This design comes from an exercise in tuning for small area on the open sky130 flow, not from production work. Only simulation tests tie the RTL to the original design; equivalence was not proved. Power is estimated from default activity; no workload was simulated.

[flow/design.v]
module KeyDebounce (
    input clk,
    input rst_n,
    input key_in,
    output key_pulse
);
localparam [19:0] S0 = 20'hC1546;   
reg [19:0] lfsr;
wire low_ones = &lfsr[18:0];
wire fb = ~(lfsr[19] ^ lfsr[16]) | low_ones;
always @(posedge clk or negedge rst_n) begin
    if (!rst_n)
        lfsr <= S0;
    else if (key_in)
        lfsr <= S0;
    else
        lfsr <= {lfsr[18:0], fb};
end
assign key_pulse = low_ones & ~lfsr[19];
endmodule
module LcdDriver(
    input pclk,
    input rst_n,
    output hs,
    output vs,
    output act,            
    output [2:0] xhi,
    output [6:0] xlo,
    output [3:0] yb,
    output [6:0] ylo
);
reg [2:0] xh;
reg [6:0] xl;
reg       yw;
reg [3:0] yh;
reg [6:0] yl;
wire blk7   = (xh == 3'd7);
wire x_wrap = blk7 ? (xl == 7'd95) : (xl == 7'd99);
wire yh_last = (yh == 4'd8);
wire y_long = yw & (yh >= 4'd4);
wire y_wrap = y_long ? (yl == 7'd107) : (yl == 7'd99);
always @(posedge pclk or negedge rst_n) begin
    if (!rst_n) begin
        xh <= 3'd7;
        xl <= 7'd89;
        yw <= 1'b1;
        yh <= 4'd8;
        yl <= 7'd101;
    end else begin
        if (x_wrap) begin
            xl <= 7'd0;
            xh <= xh + 3'd1;
            if (blk7) begin
            if (y_wrap) begin
                yl <= 7'd0;
                if (yh_last) begin
                    yh <= 4'd0;
                    yw <= ~yw;
                end else begin
                    yh <= yh + 4'd1;
                end
            end else begin
                yl <= yl + 7'd1;
            end
            end
        end else begin
            xl <= xl + 7'd1;
        end
    end
end
wire tail = blk7 & (xl >= 7'd90);
assign hs = ~(blk7 & (xl >= 7'd90) & (xl <= 7'd92));
wire last_blk = yw & yh_last;
assign vs = ~(last_blk & ((yl == 7'd102) | (yl == 7'd103) |
                          (yl == 7'd104 & ~tail) | (yl == 7'd101 & tail)));
wire x_act = ~blk7 | (xl < 7'd50);
wire y_act = ~yw | (yh < 4'd4) | (yh == 4'd4 & yl < 7'd34);
assign act = x_act & y_act;
assign xhi = xh;
assign xlo = xl;
assign yb  = yh;
assign ylo = yl;
endmodule
module DisplaySignal(
    input pclk,
    input rst_n,
    input act,
    input [2:0] xhi,
    input [6:0] xlo,
    input [3:0] yb,
    input [6:0] ylo,
    output [23:0] pixel_data,
    input btn_next_img
);
wire next_img;
KeyDebounce key_debounce (
    .clk(pclk),
    .rst_n(rst_n),
    .key_in(btn_next_img),
    .key_pulse(next_img)
);
reg d1, d2;
reg [1:0] img_id;
always @(posedge pclk or negedge rst_n) begin
    if (!rst_n) begin
        d1 <= 1'b0;
        d2 <= 1'b0;
        img_id <= 2'd0;
    end else begin
        d1 <= next_img;
        d2 <= d1;
        if (d2)
            img_id <= img_id + 2'd1;
    end
end
wire lt50 = (xlo < 7'd50);
wire bar0 = (xhi == 3'd0) | (xhi == 3'd1 & lt50);
wire bar1 = (xhi == 3'd1 & ~lt50) | (xhi == 3'd2);
wire bar2 = (xhi == 3'd3) | (xhi == 3'd4 & lt50);
wire bar3 = (xhi == 3'd4 & ~lt50) | (xhi == 3'd5);
wire line = (xlo <= 7'd20) | (ylo <= 7'd20);
wire [4:0] sum = xhi + yb;
wire [3:0] ci = (sum >= 5'd9) ? sum - 5'd9 : sum;
reg r7, rl, g7, gl, b7, bl;
always @(*) begin
    r7 = 1'b0; rl = 1'b0; g7 = 1'b0; gl = 1'b0; b7 = 1'b0; bl = 1'b0;
    case (img_id)
        2'd0: begin
            r7 = bar0 | bar3; rl = r7;
            g7 = bar1 | bar3; gl = g7;
            b7 = bar2 | bar3; bl = b7;
        end
        2'd1: begin r7 = 1'b1; rl = 1'b1; end
        2'd2: begin g7 = 1'b1; gl = 1'b1; end
        2'd3: if (!line) begin
            case (ci)
                4'd0: begin r7 = 1'b1; rl = 1'b1; end
                4'd1: begin g7 = 1'b1; gl = 1'b1; end
                4'd2: begin b7 = 1'b1; bl = 1'b1; end
                4'd3: begin g7 = 1'b1; gl = 1'b1; b7 = 1'b1; bl = 1'b1; end
                4'd4: begin r7 = 1'b1; rl = 1'b1; b7 = 1'b1; bl = 1'b1; end
                4'd5: begin r7 = 1'b1; rl = 1'b1; g7 = 1'b1; gl = 1'b1; end
                4'd6: rl = 1'b1;
                4'd7: gl = 1'b1;
                4'd8: bl = 1'b1;
                default: ;
            endcase
        end
    endcase
end
assign pixel_data = act ? {r7, {7{rl}}, g7, {7{gl}}, b7, {7{bl}}} : 24'd0;
endmodule
module rgb_fpga(
    input clk,               
    input rst_n,
    output lcd_reset,
    output lcd_bl,
    output vs,
    output hs,
    output den,
    output [23:0] rgb,
    input btn_next_img
);
    assign lcd_reset = 1'b0;  
    assign lcd_bl = 1'b1;     
    wire [2:0] xhi;
    wire [6:0] xlo;
    wire [3:0] yb;
    wire [6:0] ylo;
    LcdDriver lcd_driver(
        .pclk(clk),
        .rst_n(rst_n),
        .hs(hs),
        .vs(vs),
        .act(den),
        .xhi(xhi),
        .xlo(xlo),
        .yb(yb),
        .ylo(ylo)
    );
    DisplaySignal display_signal(
        .pclk(clk),
        .rst_n(rst_n),
        .act(den),
        .xhi(xhi),
        .xlo(xlo),
        .yb(yb),
        .ylo(ylo),
        .pixel_data(rgb),
        .btn_next_img(btn_next_img)
    );
endmodule
[flow/config.mk]
export PLATFORM = sky130hd
export DESIGN_NAME = rgb_fpga
export DESIGN_NICKNAME = rgb_fpga
export VERILOG_FILES = /design/flow/design.v
export SDC_FILE = /design/flow/constraint.sdc
export NUM_CORES = 4
export LEC_CHECK = 0
export ABC_AREA = 1
export CAP_MARGIN = 20
export CORE_MARGIN = 2
export CORE_UTILIZATION = 70
export SLEW_MARGIN = 20
[flow/constraint.sdc]
create_clock -name core_clock -period 12.0 [get_ports {clk}]
set_input_delay 2.4000 -clock core_clock [delete_from_list [all_inputs] [get_ports {clk}]]
set_output_delay 2.4000 -clock core_clock [all_outputs]
set_load 0.01 [all_outputs]
[flow/run.sh]
#!/bin/bash
# synth_recipe.tcl (not shown) runs the flow's synth.tcl, then flattens the netlist and writes it again
# the make line also repeats each setting of config.mk as NAME=value (left out here)
make -C /OpenROAD-flow-scripts/flow DESIGN_CONFIG=/design/flow/config.mk WORK_HOME=/design/flow/orfs CLKGATE_MAP_FILE= SYNTH_SCRIPT=/design/flow/synth_recipe.tcl finish
==> results.yml <==
run_status:
  status: "timing/DRC/antenna clean"
drt:
  drc: 0
  wire_per_inst_um: 12.9
  firstDrtPassIters: 5
  top_layer: "met4"
  via_per_inst: 5.36
  met1_length_um: 2640
  dr_wl_met2_um: 2620
  dr_wl_met3_um: 207
  via_count: 2301
  wl_um: 5520
  ant_nets: 0
  drt_iter0_markers: 119
logic_synthesis:
  synth_edf_count: 0
  ys_seq_area_frac: 0.400
  syn-num-nets: 389
  ys_types: 35
  syn_inst: 364
  avgSynthCellArea_sq_um: 8.09
  synth_ff_type: "dfrtp_1"
  yosys_warnings: 3
  synthArstFlopShare: 1.00
  synth_seq_cells: 46
  syn-cell-area_sq_mm: 0.00295
sta:
  hold_viol: 0
  finalSetupTns_ns: 0
  slew_headroom: 0.632
  maxSlewViolCount: 0
  period_share: 0.493
  finalSetupViolations: 0
  period_needed_ns: 5.92
  whs_ns: 0.375
  fmax_ghz: 0.169
  worst_pin_slew_ns: 0.553
  clock_skew_ns: 0.00589
  rsz0062_at_grt: "no"
  setup_slack_ns: 6.08
finish:
  mostFrequentLayoutCell: "inv_1"
  syn_to_final_growth_pct: 10.2
  final_cell_mix: "70 x inv_1, 58 x nand2_1, 33 x nor2_1"
  n_antenna_cell: 0
  num-fill-cells: 280
  nNetsFinal: 403
  drive_gt1_frac: 0.119
cts:
  h-tree-depth: 2
  clockRootBuffer: "clkbuf_8"
  post_cts_buffers: 0
  cts_tree: "yes"
  cts_buffer_depth: 2
  clk_latency_ns: 0.30
  cts_sinks: 46
  path_clk_slew_ns: 0.09
  numCtsBuffers: 5
  cts_resized: 0
  ctsHoldBuffers: 0
setup_path:
  rr_endpoint: "lcd_driver.xl[0]"
  worstSetupPathType: "reg2out"
  r2r_start: "lcd_driver.xh[1]"
  critPathLaunchType: "register"
  r2r_cells: 7
  arrival_ns: 3.52
  end_kind: "output port"
  cp_max_fo: 7
  r2r_setup_slack_ns: 9.88
  crit_required_ns: 9.60
grt:
  grt-ovfl-total: 0
  grt_pass1_vias: 2029
  grtUsageTotal: 0.253
  grt_pass1_wl_um: 8910
  grt_start_max_net_pins: 47
  grt_antenna_before_repair: 0
floorplan:
  start_util: 0.731
  die_w_um: 68.9
  die_area_sq_mm: 0.00474
  design.core.area_sq_mm: 0.00403
  dieHeight_um: 68.9
  ioPinCount: 32
  fp-row-count: 23
hold_path:
  hold_start: "display_signal.d1"
  min_delay_path_depth: 0
  whs_endpoint: "display_signal.d2"
  min_path_type: "reg2reg"
placed_design:
  port-buffer-count: 29
  pre_cts_ws_ns: 6.37
  dpl.hpwl_um: 4220
  gp_congestion: 0.834
pwr:
  peakVddDrop_v: 0.0000995
  leakage_nw: 1.62
  p_per_area_mw_per_mm2: 86.9
flow_run:
  max_cap_viol_count: 0
registers in the layout (all words and copies together), names as in the netlist:
register                          count
lcd_driver.xl                         7
display_signal.d2                     1
lcd_driver.xh                         3
lcd_driver.yw                         1
display_signal.key_debounce.lfsr     20
lcd_driver.yl                         7
lcd_driver.yh                         4
display_signal.img_id                 2
display_signal.d1                     1
worst max path at each step:
| stage | from | end |
|---|---|---|
| after detailed placement | lcd_driver.xh[0] | rgb[20] |
| after floorplan | lcd_driver.xh[0] | rgb[17] |
| after global routing | lcd_driver.xh[0] | rgb[18] |
| after CTS | lcd_driver.xh[0] | rgb[20] |
| after global placement | lcd_driver.xh[0] | rgb[17] |
| final | lcd_driver.xh[0] | rgb[20] |
power by group:
part / switching (mW) / internal (mW)
logic: 0.00663 / 0.00221
registers: 0.00169 / 0.160
clock network: 0.0493 / 0.0621
total: 0.0577 / 0.224
layer usage:
layer  GRT usage  vias to the layer above
met1       0.353                     1075
met3      0.0406                        6
li1            -                     1162
met5           0                        -
met2       0.419                       58
met4      0.0588                        0
metrics by stage:
stage | cells | total power, mW | cell area, sq um | util
6_report | 429 | 0.282 | 3250 | 0.806
4_1_cts | 429 | 0.284 | 3240 | 0.805
3_5_place_dp | 421 | 0.173 | 3130 | 0.778
3_3_place_gp | 421 | 0.173 | 3130 | 0.778
5_1_grt | 429 | 0.291 | 3250 | 0.806
2_1_floorplan | 364 | 0.169 | 2950 | -
layout make-up:
type / instances / area [sq um] / share of cell area
clock buffer: 6 / 72.6 / 0.0224
timing repair buffer: 29 / 288 / 0.0886
multi-input combinational: 225 / 1340 / 0.413
inverter: 71 / 267 / 0.0821
clock inverter: 2 / 37.5 / 0.0116
sequential: 46 / 1180 / 0.363
tap: 50 / 62.6 / 0.0193
synth_stat cells (2+ instances only):
cell type  count  area share
inv_1         70       0.089
nand2_1       58       0.074
nor2_1        33       0.042
nand3_1       28       0.048
dfrtp_1       25        0.21
dfstp_2       21        0.19
ha_1          21       0.089
buf_4         20       0.051
nand4_1       10       0.021
nor3_1        10       0.017
o21ai_0       10       0.017
xor2_1        10       0.030
a21oi_1        9       0.015
nor4_1         6       0.013
or2_2          6       0.013
o211ai_1       3      0.0076
a22oi_1        2      0.0051
a31oi_1        2      0.0042
conb_1         2      0.0025
nand2_2        2      0.0042
nand4_4        2       0.014
cell families (layout without fill, tap and decap cells):
logic type	after synthesis	count (layout)	share of synthesized area
AO/OA/AOI/OAI	32	32	0.0692
XOR/XNOR	11	11	0.0327
adder cells (fa/ha/maj)	22	22	0.0960
buffers and inverters	93	108	0.144
flip-flops	46	46	0.400
other	2	2	0.00255
AND/OR/NAND/NOR	158	158	0.255
critical path: stages, from the launching register on:
cell,delay (ns)
dfstp_2,0.56
ha_1,0.21
fa_1,0.42
inv_1,0.11
ha_1,0.15
inv_1,0.04
nand3_1,0.07
nand3_1,0.12
nand2_1,0.13
nand2_1,0.06
nand2_1,0.10
nand2_1,0.09
nand2_1,0.08
nand3_1,0.07
a21oi_1,0.37
clkdlybuf4s50_1,0.63

## re-timing with driven ports
Ports are ideal in the flow. The routed layout listed here was re-timed in OpenROAD.
Step 1, drivers: a clkbuf_16 drives clk and a buf_2 each remaining input, both assumed.
Step 2 adds t to the input delays and takes it off the output delays; t is the mean of the earliest and latest rising clock arrival at the registers after step 1. Input paths then give back, and output paths get back, about the clock's delay inside the block.
a / b / c = ideal / step 1 / step 2; a / b = the first two.
t (ns): 0.317
slack for setup (ns): 6.082 / 6.057 / 6.374
worst register clock-pin slew, ns: 0.09 / 0.09
After both steps setup and hold are still met in this run. The setup slack of this run moves by -0.025 ns with the drivers and by +0.292 ns with both steps.
